Context: an optimization exercise on an open-source flow, tuned for small area, a short achievable clock period and few clock cycles. The choices shown serve that exercise and are no tape-out recipe.
RTL that was checked went through simulation tests only; none was proved equivalent to the original.

==> job 5541: inputs <==
==> flow/design.v (excerpt) <==
module dpsk_modem (
  input  logic        clk,
  input  logic        rst_n,
  input  logic        cfg_qpsk,      
  input  logic        cfg_bypass,    
  input  logic        tx_in_valid,
  output logic        tx_in_ready,
  input  logic [7:0]  tx_in_data,
  input  logic        tx_in_last,
  output logic        tx_out_valid,
  input  logic        tx_out_ready,
  output logic [31:0] tx_out_data,
  output logic        tx_out_last,
  input  logic        rx_in_valid,
  output logic        rx_in_ready,
  input  logic [31:0] rx_in_data,
  input  logic        rx_in_last,
  output logic        rx_out_valid,
  input  logic        rx_out_ready,
  output logic [7:0]  rx_out_data,
  output logic        rx_out_last
);
Settings: LEC_CHECK=0, ABC_AREA=1, CAP_MARGIN=20, CORE_MARGIN=2, CORE_UTILIZATION=40, SLEW_MARGIN=20; clock period 14.0 ns.
standard.sh (not shown) runs the stock make flow with config.mk's settings and CLKGATE_MAP_FILE= SYNTH_SCRIPT=/design/flow/synth_recipe.tcl, a recipe that flattens the netlist after the stock synthesis.
==> flow/flow/run.sh <==
#!/bin/bash
set -e
cd "$(dirname "$0")/.."
export SETUP_SLACK_MARGIN=${SETUP_SLACK_MARGIN:-7.5}
bash standard.sh > standard.log 2>&1
==> job 9590 (differences from job 5541) <==
--- a/flow/design.v
+++ b/flow/design.v
@@ -28,35 +28,26 @@
   assign cur_free = (ccnt == 4'd0) | (adv & (ccnt == 4'd1));
   assign acc      = in_valid & ~nv;
   logic b0, b1;
   assign b0 = cur[0];
   assign b1 = cur[1];
-  logic [15:0] tu, su, cu, tw, sw, cw;
-  logic        fu, xu, fw, xw;
-  tx_rnd_u u_ru (.pI(pI), .pQ(pQ), .t(tu), .sat(fu), .sv(su), .ex(xu), .c(cu));
-  tx_rnd_w u_rw (.pI(pI), .pQ(pQ), .t(tw), .sat(fw), .sv(sw), .ex(xw), .c(cw));
-  logic        uI, iI, uQ, iQ, fI, fQ;
-  logic [15:0] FI, FQ;
+  logic [15:0] ru, rnu, rw, rnw;
+  tx_rnd_u u_ru (.pI(pI), .pQ(pQ), .r(ru), .rn(rnu));
+  tx_rnd_w u_rw (.pI(pI), .pQ(pQ), .r(rw), .rn(rnw));
   logic signed [15:0] nI, nQ;
   always_comb begin
-    uI = b1 ^ b0;
-    iI = b0;
-    uQ = ~(b1 ^ b0);
-    iQ = b1;
     if (qpsk) begin
-      fI = uI ? (fu | (iI & xu)) : (fw | (iI & xw));
-      FI = uI ? ((iI & xu) ? cu : (su ^ {16{iI}})) : ((iI & xw) ? cw : (sw ^ {16{iI}}));
-      fQ = uQ ? (fu | (iQ & xu)) : (fw | (iQ & xw));
-      FQ = uQ ? ((iQ & xu) ? cu : (su ^ {16{iQ}})) : ((iQ & xw) ? cw : (sw ^ {16{iQ}}));
+      case ({b1, b0})
+        2'b00: begin nI = rw;  nQ = ru;  end
+        2'b01: begin nI = rnu; nQ = rw;  end
+        2'b11: begin nI = rnw; nQ = rnu; end
+        default: begin nI = ru; nQ = rnw; end
+      endcase
     end else begin
-      fI = 1'b1;
-      FI = b0 ? (pI ^ 16'hfffe) : pI;
-      fQ = 1'b1;
-      FQ = pQ;
+      nI = b0 ? (pI ^ 16'hfffe) : pI;
+      nQ = pQ;
     end
-    nI = fI ? FI : ((uI ? tu : tw) ^ {16{iI}});
-    nQ = fQ ? FQ : ((uQ ? tu : tw) ^ {16{iQ}});
   end
   always_ff @(posedge clk or negedge rst_n) begin
     if (!rst_n) begin
       pI    <= 16'sd32767;
       pQ    <= 16'sd0;
@@ -102,15 +93,12 @@
     if (acc & ~cur_free) nxt <= in_data;
   end
 endmodule
 module tx_rnd_u (
   input  logic [15:0] pI, pQ,
-  output logic [15:0] t,        
-  output logic        sat,      
-  output logic [15:0] sv,       
-  output logic        ex,       
-  output logic [15:0] c
+  output logic [15:0] r,
+  output logic [15:0] rn
 );
   wire [17:0] x = {{2{pI[15]}}, pI} + {{2{pQ[15]}}, pQ};
   wire sat_p = $signed(x) >= 18'sd46342;
   wire sat_n = $signed(x) <= -18'sd46342;
   wire t_h0, t_k0;
@@ -396,13 +384,13 @@
   assign t_h28 = t_c63 ^ t_h13;
   assign t_k28 = t_c63 & t_h13;
   wire [29:0] ta = {t_k27, t_k26, t_k25, t_k24, t_k23, t_k22, t_k21, t_k20, t_k19, t_k18, t_k17, t_k16, t_k15, t_k14, t_c64, t_s64, t_c47, t_c46, t_c45, t_c44, t_k12, t_h12, x[7], x[6], x[5], x[4], x[3], x[2], x[1], x[0]};
   wire [29:0] tb = {t_h28, t_h27, t_h26, t_h25, t_h24, t_h23, t_h22, t_h21, t_h20, t_h19, t_h18, t_h17, t_h16, t_h15, t_h14, 1'b0, t_s48, t_s47, t_s46, t_s45, t_s44, x[0], x[1], x[0], 1'b0, 1'b0, 1'b0, 1'b0, 1'b0, 1'b0};
   wire [29:0] T = ta + tb;
-  assign t = T[29:14];
-  assign sat = sat_p | sat_n;
-  assign sv = sat_p ? 16'h7fff : 16'h8000;
+  assign r = sat_p ? 16'h7fff : sat_n ? 16'h8000 : T[29:14];
+  logic [15:0] c;
+  logic       ex;
   always_comb begin
     ex = (x[13:0] == 14'h2000);
     case (x[17:14])
       4'd0: c = 16'he95f;
       4'd1: c = 16'hbc1e;
@@ -412,18 +400,16 @@
       4'd15: c = 16'h16a1;
       default: begin c = 16'h0000; ex = 1'b0; end
     endcase
     if (x == 18'd0) begin c = 16'h0000; ex = 1'b1; end
   end
+  assign rn = ex ? c : ~r;
 endmodule
 module tx_rnd_w (
   input  logic [15:0] pI, pQ,
-  output logic [15:0] t,        
-  output logic        sat,      
-  output logic [15:0] sv,       
-  output logic        ex,       
-  output logic [15:0] c
+  output logic [15:0] r,
+  output logic [15:0] rn
 );
   wire [17:0] x = {{2{pI[15]}}, pI} - {{2{pQ[15]}}, pQ};
   wire sat_p = $signed(x) >= 18'sd46342;
   wire sat_n = $signed(x) <= -18'sd46342;
   wire t_h0, t_k0;
@@ -709,13 +695,13 @@
   assign t_h28 = t_c63 ^ t_h13;
   assign t_k28 = t_c63 & t_h13;
   wire [29:0] ta = {t_k27, t_k26, t_k25, t_k24, t_k23, t_k22, t_k21, t_k20, t_k19, t_k18, t_k17, t_k16, t_k15, t_k14, t_c64, t_s64, t_c47, t_c46, t_c45, t_c44, t_k12, t_h12, x[7], x[6], x[5], x[4], x[3], x[2], x[1], x[0]};
   wire [29:0] tb = {t_h28, t_h27, t_h26, t_h25, t_h24, t_h23, t_h22, t_h21, t_h20, t_h19, t_h18, t_h17, t_h16, t_h15, t_h14, 1'b0, t_s48, t_s47, t_s46, t_s45, t_s44, x[0], x[1], x[0], 1'b0, 1'b0, 1'b0, 1'b0, 1'b0, 1'b0};
   wire [29:0] T = ta + tb;
-  assign t = T[29:14];
-  assign sat = sat_p | sat_n;
-  assign sv = sat_p ? 16'h7fff : 16'h8000;
+  assign r = sat_p ? 16'h7fff : sat_n ? 16'h8000 : T[29:14];
+  logic [15:0] c;
+  logic       ex;
   always_comb begin
     ex = (x[13:0] == 14'h2000);
     case (x[17:14])
       4'd0: c = 16'he95f;
       4'd1: c = 16'hbc1e;
@@ -725,10 +711,11 @@
       4'd15: c = 16'h16a1;
       default: begin c = 16'h0000; ex = 1'b0; end
     endcase
     if (x == 18'd0) begin c = 16'h0000; ex = 1'b1; end
   end
+  assign rn = ex ? c : ~r;
 endmodule
 `timescale 1ns/1ps
 module rx_path (
   input  logic        clk,
   input  logic        rst_n,
@@ -787,22 +774,27 @@
     if (y_p1)      begin fb0 = pIn[7]; fb1 = nsQ;    end
     else if (y_m1) begin fb0 = nsI;    fb1 = pQn[7]; end
     else if (y_pj) begin fb0 = pQn[7]; fb1 = pIn[7]; end
     else           begin fb0 = nsQ;    fb1 = nsI;    end
   end
+  logic [7:0] reG2, imG2;
+  logic [7:1] reP2, imP2;
+  logic       reX2, imX2;
+  logic       fast2, fb02, fb12;
+  logic       v2, l2;
   logic cre, cim;
   always_comb begin
-    cre = reG[0];
-    cim = imG[0];
+    cre = reG2[0];
+    cim = imG2[0];
     for (int i = 1; i < 8; i++) begin
-      cre = reG[i] | (reP[i] & cre);
-      cim = imG[i] | (imP[i] & cim);
+      cre = reG2[i] | (reP2[i] & cre);
+      cim = imG2[i] | (imP2[i] & cim);
     end
   end
   logic b0, b1;
-  assign b0 = fast ? fb0 : (reX ^ cre);
-  assign b1 = fast ? fb1 : (imX ^ cim);
+  assign b0 = fast2 ? fb02 : (reX2 ^ cre);
+  assign b1 = fast2 ? fb12 : (imX2 ^ cim);
   logic [7:0] pk;                      
   logic [3:0] fill;                    
   logic       plast;
   logic [7:0] ob;
   logic       obv, oblast;
@@ -811,11 +803,11 @@
   assign out_last  = oblast;
   logic [7:0] pk_sh;
   assign pk_sh = qpsk ? {b1, b0, pk[7:2]} : {b0, pk[7:1]};
   logic pend, done;
   assign pend = (fill == 4'd8);
-  assign done = v1 & (fill + K == 4'd8);
+  assign done = v2 & (fill + K == 4'd8);
   logic [3:0] fill_n, fill_w;
   logic       obv_n, obv_w, plast_n, oblast_n, ob_load;
   always_comb begin
     fill_n   = fill;
     obv_n    = obv & ~out_ready;
@@ -825,38 +817,38 @@
     if (pend) begin
       if (~obv | out_ready) begin
         ob_load  = 1'b1;
         obv_n    = 1'b1;
         oblast_n = plast;
-        fill_n   = v1 ? K : 4'd0;
-        plast_n  = v1 & l1;
+        fill_n   = v2 ? K : 4'd0;
+        plast_n  = v2 & l2;
       end
-    end else if (v1) begin
+    end else if (v2) begin
       if (done) begin
         if (~obv | out_ready) begin
           ob_load  = 1'b1;
           obv_n    = 1'b1;
-          oblast_n = plast | l1;
+          oblast_n = plast | l2;
           fill_n   = 4'd0;
           plast_n  = 1'b0;
         end else begin
           fill_n   = 4'd8;
-          plast_n  = plast | l1;
+          plast_n  = plast | l2;
         end
       end else begin
         fill_n  = fill + K;
-        plast_n = plast | l1;
+        plast_n = plast | l2;
       end
     end
     fill_w = fill;
     obv_w  = obv;
     if (pend) begin
       if (~obv) begin
         obv_w  = 1'b1;
-        fill_w = v1 ? K : 4'd0;
+        fill_w = v2 ? K : 4'd0;
       end
-    end else if (v1) begin
+    end else if (v2) begin
       if (done) begin
         if (~obv) begin
           obv_w  = 1'b1;
           fill_w = 4'd0;
         end else begin
@@ -866,47 +858,49 @@
         fill_w = fill + K;
       end
     end
   end
   logic [4:0] occ_w;
-  assign occ_w = {1'b0, K} + {1'b0, fill_w} + (obv_w ? 5'd8 : 5'd0);
+  assign occ_w = {1'b0, K} + (v1 ? {1'b0, K} : 5'd0) + {1'b0, fill_w} + (obv_w ? 5'd8 : 5'd0);
   always_ff @(posedge clk or negedge rst_n) begin
     if (!rst_n) begin
-      pIn    <= 8'h7f;
-      pIo    <= 8'h01;
-      pIt    <= 8'h80;
-      pQn    <= 8'h00;
-      pQo    <= 8'h00;
-      pQt    <= 8'h00;
-      nsI    <= 1'b1;
-      nsQ    <= 1'b0;
+      yI     <= 16'sd32767;
+      yQ     <= 16'sd0;
       v1     <= 1'b0;
+      v2     <= 1'b0;
       rdy    <= 1'b1;
       fill   <= 4'd0;
       plast  <= 1'b0;
       obv    <= 1'b0;
       oblast <= 1'b0;
     end else begin
       v1 <= acc;
-      if (v1) begin
-        pIn <= eIn; pIo <= eIo; pIt <= eIt;
-        pQn <= eQn; pQo <= eQo; pQt <= eQt;
-        nsI <= ((yI != 16'sd0) & ~yI[15]) | (yI == -16'sd32768);
-        nsQ <= ((yQ != 16'sd0) & ~yQ[15]) | (yQ == -16'sd32768);
+      v2 <= v1;
+      if (acc) begin
+        yI <= in_data[31:16];
+        yQ <= in_data[15:0];
       end
       rdy    <= (occ_w + {1'b0, K}) <= 5'd16;
       fill   <= fill_n;
       plast  <= plast_n;
       obv    <= obv_n;
       oblast <= oblast_n;
     end
   end
   always_ff @(posedge clk) begin
-    yI <= in_data[31:16];
-    yQ <= in_data[15:0];
-    l1 <= in_last;
-    if (v1 & ~(pend & obv & ~out_ready)) pk <= pk_sh;
+    if (acc) begin
+      l1  <= in_last;
+      pIn <= eIn; pIo <= eIo; pIt <= eIt;
+      pQn <= eQn; pQo <= eQo; pQt <= eQt;
+      nsI <= ((yI != 16'sd0) & ~yI[15]) | (yI == -16'sd32768);
+      nsQ <= ((yQ != 16'sd0) & ~yQ[15]) | (yQ == -16'sd32768);
+    end
+    l2    <= l1;
+    reG2  <= reG;  reP2 <= reP;  reX2 <= reX;
+    imG2  <= imG;  imP2 <= imP;  imX2 <= imX;
+    fast2 <= fast; fb02 <= fb0;  fb12 <= fb1;
+    if (v2 & ~(pend & obv & ~out_ready)) pk <= pk_sh;
     if (ob_load) ob <= pend ? pk : pk_sh;
   end
 endmodule
 module rx_sign (
   input  logic [15:0] yI, yQ,
==> flow/flow/run.sh (replaced) <==
#!/bin/bash
set -e
cd "$(dirname "$0")/.."
export SETUP_SLACK_MARGIN=${SETUP_SLACK_MARGIN:-8.5}
bash standard.sh > standard.log 2>&1
- ABC_AREA: 1 -> default
==> job 5450 (differences from job 5541) <==
--- a/flow/design.v
+++ b/flow/design.v
@@ -28,35 +28,26 @@
   assign cur_free = (ccnt == 4'd0) | (adv & (ccnt == 4'd1));
   assign acc      = in_valid & ~nv;
   logic b0, b1;
   assign b0 = cur[0];
   assign b1 = cur[1];
-  logic [15:0] tu, su, cu, tw, sw, cw;
-  logic        fu, xu, fw, xw;
-  tx_rnd_u u_ru (.pI(pI), .pQ(pQ), .t(tu), .sat(fu), .sv(su), .ex(xu), .c(cu));
-  tx_rnd_w u_rw (.pI(pI), .pQ(pQ), .t(tw), .sat(fw), .sv(sw), .ex(xw), .c(cw));
-  logic        uI, iI, uQ, iQ, fI, fQ;
-  logic [15:0] FI, FQ;
+  logic [15:0] ru, rnu, rw, rnw;
+  tx_rnd_u u_ru (.pI(pI), .pQ(pQ), .r(ru), .rn(rnu));
+  tx_rnd_w u_rw (.pI(pI), .pQ(pQ), .r(rw), .rn(rnw));
   logic signed [15:0] nI, nQ;
   always_comb begin
-    uI = b1 ^ b0;
-    iI = b0;
-    uQ = ~(b1 ^ b0);
-    iQ = b1;
     if (qpsk) begin
-      fI = uI ? (fu | (iI & xu)) : (fw | (iI & xw));
-      FI = uI ? ((iI & xu) ? cu : (su ^ {16{iI}})) : ((iI & xw) ? cw : (sw ^ {16{iI}}));
-      fQ = uQ ? (fu | (iQ & xu)) : (fw | (iQ & xw));
-      FQ = uQ ? ((iQ & xu) ? cu : (su ^ {16{iQ}})) : ((iQ & xw) ? cw : (sw ^ {16{iQ}}));
+      case ({b1, b0})
+        2'b00: begin nI = rw;  nQ = ru;  end
+        2'b01: begin nI = rnu; nQ = rw;  end
+        2'b11: begin nI = rnw; nQ = rnu; end
+        default: begin nI = ru; nQ = rnw; end
+      endcase
     end else begin
-      fI = 1'b1;
-      FI = b0 ? (pI ^ 16'hfffe) : pI;
-      fQ = 1'b1;
-      FQ = pQ;
+      nI = b0 ? (pI ^ 16'hfffe) : pI;
+      nQ = pQ;
     end
-    nI = fI ? FI : ((uI ? tu : tw) ^ {16{iI}});
-    nQ = fQ ? FQ : ((uQ ? tu : tw) ^ {16{iQ}});
   end
   always_ff @(posedge clk or negedge rst_n) begin
     if (!rst_n) begin
       pI    <= 16'sd32767;
       pQ    <= 16'sd0;
@@ -102,15 +93,12 @@
     if (acc & ~cur_free) nxt <= in_data;
   end
 endmodule
 module tx_rnd_u (
   input  logic [15:0] pI, pQ,
-  output logic [15:0] t,        
-  output logic        sat,      
-  output logic [15:0] sv,       
-  output logic        ex,       
-  output logic [15:0] c
+  output logic [15:0] r,
+  output logic [15:0] rn
 );
   wire [17:0] x = {{2{pI[15]}}, pI} + {{2{pQ[15]}}, pQ};
   wire sat_p = $signed(x) >= 18'sd46342;
   wire sat_n = $signed(x) <= -18'sd46342;
   wire t_h0, t_k0;
@@ -396,13 +384,13 @@
   assign t_h28 = t_c63 ^ t_h13;
   assign t_k28 = t_c63 & t_h13;
   wire [29:0] ta = {t_k27, t_k26, t_k25, t_k24, t_k23, t_k22, t_k21, t_k20, t_k19, t_k18, t_k17, t_k16, t_k15, t_k14, t_c64, t_s64, t_c47, t_c46, t_c45, t_c44, t_k12, t_h12, x[7], x[6], x[5], x[4], x[3], x[2], x[1], x[0]};
   wire [29:0] tb = {t_h28, t_h27, t_h26, t_h25, t_h24, t_h23, t_h22, t_h21, t_h20, t_h19, t_h18, t_h17, t_h16, t_h15, t_h14, 1'b0, t_s48, t_s47, t_s46, t_s45, t_s44, x[0], x[1], x[0], 1'b0, 1'b0, 1'b0, 1'b0, 1'b0, 1'b0};
   wire [29:0] T = ta + tb;
-  assign t = T[29:14];
-  assign sat = sat_p | sat_n;
-  assign sv = sat_p ? 16'h7fff : 16'h8000;
+  assign r = sat_p ? 16'h7fff : sat_n ? 16'h8000 : T[29:14];
+  logic [15:0] c;
+  logic       ex;
   always_comb begin
     ex = (x[13:0] == 14'h2000);
     case (x[17:14])
       4'd0: c = 16'he95f;
       4'd1: c = 16'hbc1e;
@@ -412,18 +400,16 @@
       4'd15: c = 16'h16a1;
       default: begin c = 16'h0000; ex = 1'b0; end
     endcase
     if (x == 18'd0) begin c = 16'h0000; ex = 1'b1; end
   end
+  assign rn = ex ? c : ~r;
 endmodule
 module tx_rnd_w (
   input  logic [15:0] pI, pQ,
-  output logic [15:0] t,        
-  output logic        sat,      
-  output logic [15:0] sv,       
-  output logic        ex,       
-  output logic [15:0] c
+  output logic [15:0] r,
+  output logic [15:0] rn
 );
   wire [17:0] x = {{2{pI[15]}}, pI} - {{2{pQ[15]}}, pQ};
   wire sat_p = $signed(x) >= 18'sd46342;
   wire sat_n = $signed(x) <= -18'sd46342;
   wire t_h0, t_k0;
@@ -709,13 +695,13 @@
   assign t_h28 = t_c63 ^ t_h13;
   assign t_k28 = t_c63 & t_h13;
   wire [29:0] ta = {t_k27, t_k26, t_k25, t_k24, t_k23, t_k22, t_k21, t_k20, t_k19, t_k18, t_k17, t_k16, t_k15, t_k14, t_c64, t_s64, t_c47, t_c46, t_c45, t_c44, t_k12, t_h12, x[7], x[6], x[5], x[4], x[3], x[2], x[1], x[0]};
   wire [29:0] tb = {t_h28, t_h27, t_h26, t_h25, t_h24, t_h23, t_h22, t_h21, t_h20, t_h19, t_h18, t_h17, t_h16, t_h15, t_h14, 1'b0, t_s48, t_s47, t_s46, t_s45, t_s44, x[0], x[1], x[0], 1'b0, 1'b0, 1'b0, 1'b0, 1'b0, 1'b0};
   wire [29:0] T = ta + tb;
-  assign t = T[29:14];
-  assign sat = sat_p | sat_n;
-  assign sv = sat_p ? 16'h7fff : 16'h8000;
+  assign r = sat_p ? 16'h7fff : sat_n ? 16'h8000 : T[29:14];
+  logic [15:0] c;
+  logic       ex;
   always_comb begin
     ex = (x[13:0] == 14'h2000);
     case (x[17:14])
       4'd0: c = 16'he95f;
       4'd1: c = 16'hbc1e;
@@ -725,10 +711,11 @@
       4'd15: c = 16'h16a1;
       default: begin c = 16'h0000; ex = 1'b0; end
     endcase
     if (x == 18'd0) begin c = 16'h0000; ex = 1'b1; end
   end
+  assign rn = ex ? c : ~r;
 endmodule
 `timescale 1ns/1ps
 module rx_path (
   input  logic        clk,
   input  logic        rst_n,
==> flow/flow/run.sh (replaced) <==
#!/bin/bash
set -e
cd "$(dirname "$0")/.."
export SETUP_SLACK_MARGIN=${SETUP_SLACK_MARGIN:-8.0}
bash standard.sh > standard.log 2>&1
==> job 1018 (differences from job 5541) <==
--- a/flow/design.v
+++ b/flow/design.v
@@ -28,35 +28,26 @@
   assign cur_free = (ccnt == 4'd0) | (adv & (ccnt == 4'd1));
   assign acc      = in_valid & ~nv;
   logic b0, b1;
   assign b0 = cur[0];
   assign b1 = cur[1];
-  logic [15:0] tu, su, cu, tw, sw, cw;
-  logic        fu, xu, fw, xw;
-  tx_rnd_u u_ru (.pI(pI), .pQ(pQ), .t(tu), .sat(fu), .sv(su), .ex(xu), .c(cu));
-  tx_rnd_w u_rw (.pI(pI), .pQ(pQ), .t(tw), .sat(fw), .sv(sw), .ex(xw), .c(cw));
-  logic        uI, iI, uQ, iQ, fI, fQ;
-  logic [15:0] FI, FQ;
+  logic [15:0] ru, rnu, rw, rnw;
+  tx_rnd_u u_ru (.pI(pI), .pQ(pQ), .r(ru), .rn(rnu));
+  tx_rnd_w u_rw (.pI(pI), .pQ(pQ), .r(rw), .rn(rnw));
   logic signed [15:0] nI, nQ;
   always_comb begin
-    uI = b1 ^ b0;
-    iI = b0;
-    uQ = ~(b1 ^ b0);
-    iQ = b1;
     if (qpsk) begin
-      fI = uI ? (fu | (iI & xu)) : (fw | (iI & xw));
-      FI = uI ? ((iI & xu) ? cu : (su ^ {16{iI}})) : ((iI & xw) ? cw : (sw ^ {16{iI}}));
-      fQ = uQ ? (fu | (iQ & xu)) : (fw | (iQ & xw));
-      FQ = uQ ? ((iQ & xu) ? cu : (su ^ {16{iQ}})) : ((iQ & xw) ? cw : (sw ^ {16{iQ}}));
+      case ({b1, b0})
+        2'b00: begin nI = rw;  nQ = ru;  end
+        2'b01: begin nI = rnu; nQ = rw;  end
+        2'b11: begin nI = rnw; nQ = rnu; end
+        default: begin nI = ru; nQ = rnw; end
+      endcase
     end else begin
-      fI = 1'b1;
-      FI = b0 ? (pI ^ 16'hfffe) : pI;
-      fQ = 1'b1;
-      FQ = pQ;
+      nI = b0 ? (pI ^ 16'hfffe) : pI;
+      nQ = pQ;
     end
-    nI = fI ? FI : ((uI ? tu : tw) ^ {16{iI}});
-    nQ = fQ ? FQ : ((uQ ? tu : tw) ^ {16{iQ}});
   end
   always_ff @(posedge clk or negedge rst_n) begin
     if (!rst_n) begin
       pI    <= 16'sd32767;
       pQ    <= 16'sd0;
@@ -102,15 +93,12 @@
     if (acc & ~cur_free) nxt <= in_data;
   end
 endmodule
 module tx_rnd_u (
   input  logic [15:0] pI, pQ,
-  output logic [15:0] t,        
-  output logic        sat,      
-  output logic [15:0] sv,       
-  output logic        ex,       
-  output logic [15:0] c
+  output logic [15:0] r,
+  output logic [15:0] rn
 );
   wire [17:0] x = {{2{pI[15]}}, pI} + {{2{pQ[15]}}, pQ};
   wire sat_p = $signed(x) >= 18'sd46342;
   wire sat_n = $signed(x) <= -18'sd46342;
   wire t_h0, t_k0;
@@ -396,13 +384,13 @@
   assign t_h28 = t_c63 ^ t_h13;
   assign t_k28 = t_c63 & t_h13;
   wire [29:0] ta = {t_k27, t_k26, t_k25, t_k24, t_k23, t_k22, t_k21, t_k20, t_k19, t_k18, t_k17, t_k16, t_k15, t_k14, t_c64, t_s64, t_c47, t_c46, t_c45, t_c44, t_k12, t_h12, x[7], x[6], x[5], x[4], x[3], x[2], x[1], x[0]};
   wire [29:0] tb = {t_h28, t_h27, t_h26, t_h25, t_h24, t_h23, t_h22, t_h21, t_h20, t_h19, t_h18, t_h17, t_h16, t_h15, t_h14, 1'b0, t_s48, t_s47, t_s46, t_s45, t_s44, x[0], x[1], x[0], 1'b0, 1'b0, 1'b0, 1'b0, 1'b0, 1'b0};
   wire [29:0] T = ta + tb;
-  assign t = T[29:14];
-  assign sat = sat_p | sat_n;
-  assign sv = sat_p ? 16'h7fff : 16'h8000;
+  assign r = sat_p ? 16'h7fff : sat_n ? 16'h8000 : T[29:14];
+  logic [15:0] c;
+  logic       ex;
   always_comb begin
     ex = (x[13:0] == 14'h2000);
     case (x[17:14])
       4'd0: c = 16'he95f;
       4'd1: c = 16'hbc1e;
@@ -412,18 +400,16 @@
       4'd15: c = 16'h16a1;
       default: begin c = 16'h0000; ex = 1'b0; end
     endcase
     if (x == 18'd0) begin c = 16'h0000; ex = 1'b1; end
   end
+  assign rn = ex ? c : ~r;
 endmodule
 module tx_rnd_w (
   input  logic [15:0] pI, pQ,
-  output logic [15:0] t,        
-  output logic        sat,      
-  output logic [15:0] sv,       
-  output logic        ex,       
-  output logic [15:0] c
+  output logic [15:0] r,
+  output logic [15:0] rn
 );
   wire [17:0] x = {{2{pI[15]}}, pI} - {{2{pQ[15]}}, pQ};
   wire sat_p = $signed(x) >= 18'sd46342;
   wire sat_n = $signed(x) <= -18'sd46342;
   wire t_h0, t_k0;
@@ -709,13 +695,13 @@
   assign t_h28 = t_c63 ^ t_h13;
   assign t_k28 = t_c63 & t_h13;
   wire [29:0] ta = {t_k27, t_k26, t_k25, t_k24, t_k23, t_k22, t_k21, t_k20, t_k19, t_k18, t_k17, t_k16, t_k15, t_k14, t_c64, t_s64, t_c47, t_c46, t_c45, t_c44, t_k12, t_h12, x[7], x[6], x[5], x[4], x[3], x[2], x[1], x[0]};
   wire [29:0] tb = {t_h28, t_h27, t_h26, t_h25, t_h24, t_h23, t_h22, t_h21, t_h20, t_h19, t_h18, t_h17, t_h16, t_h15, t_h14, 1'b0, t_s48, t_s47, t_s46, t_s45, t_s44, x[0], x[1], x[0], 1'b0, 1'b0, 1'b0, 1'b0, 1'b0, 1'b0};
   wire [29:0] T = ta + tb;
-  assign t = T[29:14];
-  assign sat = sat_p | sat_n;
-  assign sv = sat_p ? 16'h7fff : 16'h8000;
+  assign r = sat_p ? 16'h7fff : sat_n ? 16'h8000 : T[29:14];
+  logic [15:0] c;
+  logic       ex;
   always_comb begin
     ex = (x[13:0] == 14'h2000);
     case (x[17:14])
       4'd0: c = 16'he95f;
       4'd1: c = 16'hbc1e;
@@ -725,10 +711,11 @@
       4'd15: c = 16'h16a1;
       default: begin c = 16'h0000; ex = 1'b0; end
     endcase
     if (x == 18'd0) begin c = 16'h0000; ex = 1'b1; end
   end
+  assign rn = ex ? c : ~r;
 endmodule
 `timescale 1ns/1ps
 module rx_path (
   input  logic        clk,
   input  logic        rst_n,
- ABC_AREA: 1 -> default
==> results_dict.tcl <==
set metrics [dict create \
    status "timing/DRC/antenna clean" \
    cts_setup_buffers 122 \
    fillers 9231 \
    crit_top_cell "ha_4" \
    worst-r2r-cell-count 30 \
    synthTopCellsByCount "inv_1 (684), fa_1 (568), xnor2_1 (548)" \
    nNonClkBuffers 439 \
    synth_top_cell_area_share_pct 28.8 \
    synth_ff_type "dfrtp_1" \
    worstReg2RegStart "u_tx.pI[0]" \
]
Source of the figures above: job 1018

==> results_dict.tcl <==
set metrics [dict create \
    status "timing/DRC/antenna clean" \
    fillers 9906 \
    synth_top_cell_area_share_pct 28.8 \
    worst-r2r-cell-count 29 \
    crit_top_cell "nand2_1" \
    worstPathArrival_ps 6540 \
    layout.cells.non_filler 6337 \
    synth_ff_type "dfrtp_1" \
    nNonClkBuffers 287 \
    syn-instance-count 5039 \
]
Source of the figures above: job 5541

==> results_dict.tcl <==
set metrics [dict create \
    status "timing/DRC/antenna clean" \
    clk-insertion-delay-late_ps 490 \
    seq_cells 166 \
    fillers 9761 \
    synthTopCellsByCount "inv_1 (934), nand2_1 (675), xor2_1 (575)" \
    cts_setup_buffers 94 \
    synth_top_cell_area_share_pct 28.2 \
    cp_num_cells 30 \
    worst-r2r-cell-count 30 \
]
Source of the figures above: job 5450

==> results_dict.tcl <==
set metrics [dict create \
    cp_num_cells 30 \
    status "timing/DRC/antenna clean" \
    yosysMostFrequentCell "inv_1" \
    worstReg2RegStart "u_tx.pI[0]" \
    worst-r2r-cell-count 30 \
    nNonClkBuffers 354 \
    io_buffers 95 \
    fillers 9816 \
    cts_setup_buffers 96 \
    synth_top_cell_area_share_pct 27.4 \
]
Source of the figures above: job 9590

Testbench counts of job 5541, summed over its fixed seeds: cycles 2,336.
Testbench counts of job 5450, summed over its fixed seeds: cycles 2,336.
Testbench counts of job 1018, summed over its fixed seeds: cycles 2,336.
Function not checked in job 9590: the RTL went through the layout flow alone.

## static timing again, ports no longer ideal
No port has a modelled driver above. Below, the same layouts with a new extraction and two added sets of constraints. Step 1, drivers: a clkbuf_16 drives clk and a buf_2 each remaining input, both assumed. Step 2 times the ports against the registers' clock, not the clock port: input delays grow and output delays shrink by t, the midpoint of the rising clock arrivals with the driver on. Three values: ideal ports, drivers, drivers and shift; two values: the first two.
run | shift t [ns] | setup slack, ns | worst setup path at the end | pins driven straight from the clock port
job 5541 | 0.542 | 7.726 / 7.726 / 7.726 | register to register | 1
job 9590 | 0.711 | 7.026 / 7.026 / 7.026 | register to register | 1
job 5450 | 0.552 | 7.866 / 7.866 / 7.866 | register to register | 1
job 1018 | 0.557 | 7.112 / 7.112 / 7.112 | register to register | 1
After both steps setup and hold are still met in every run listed.
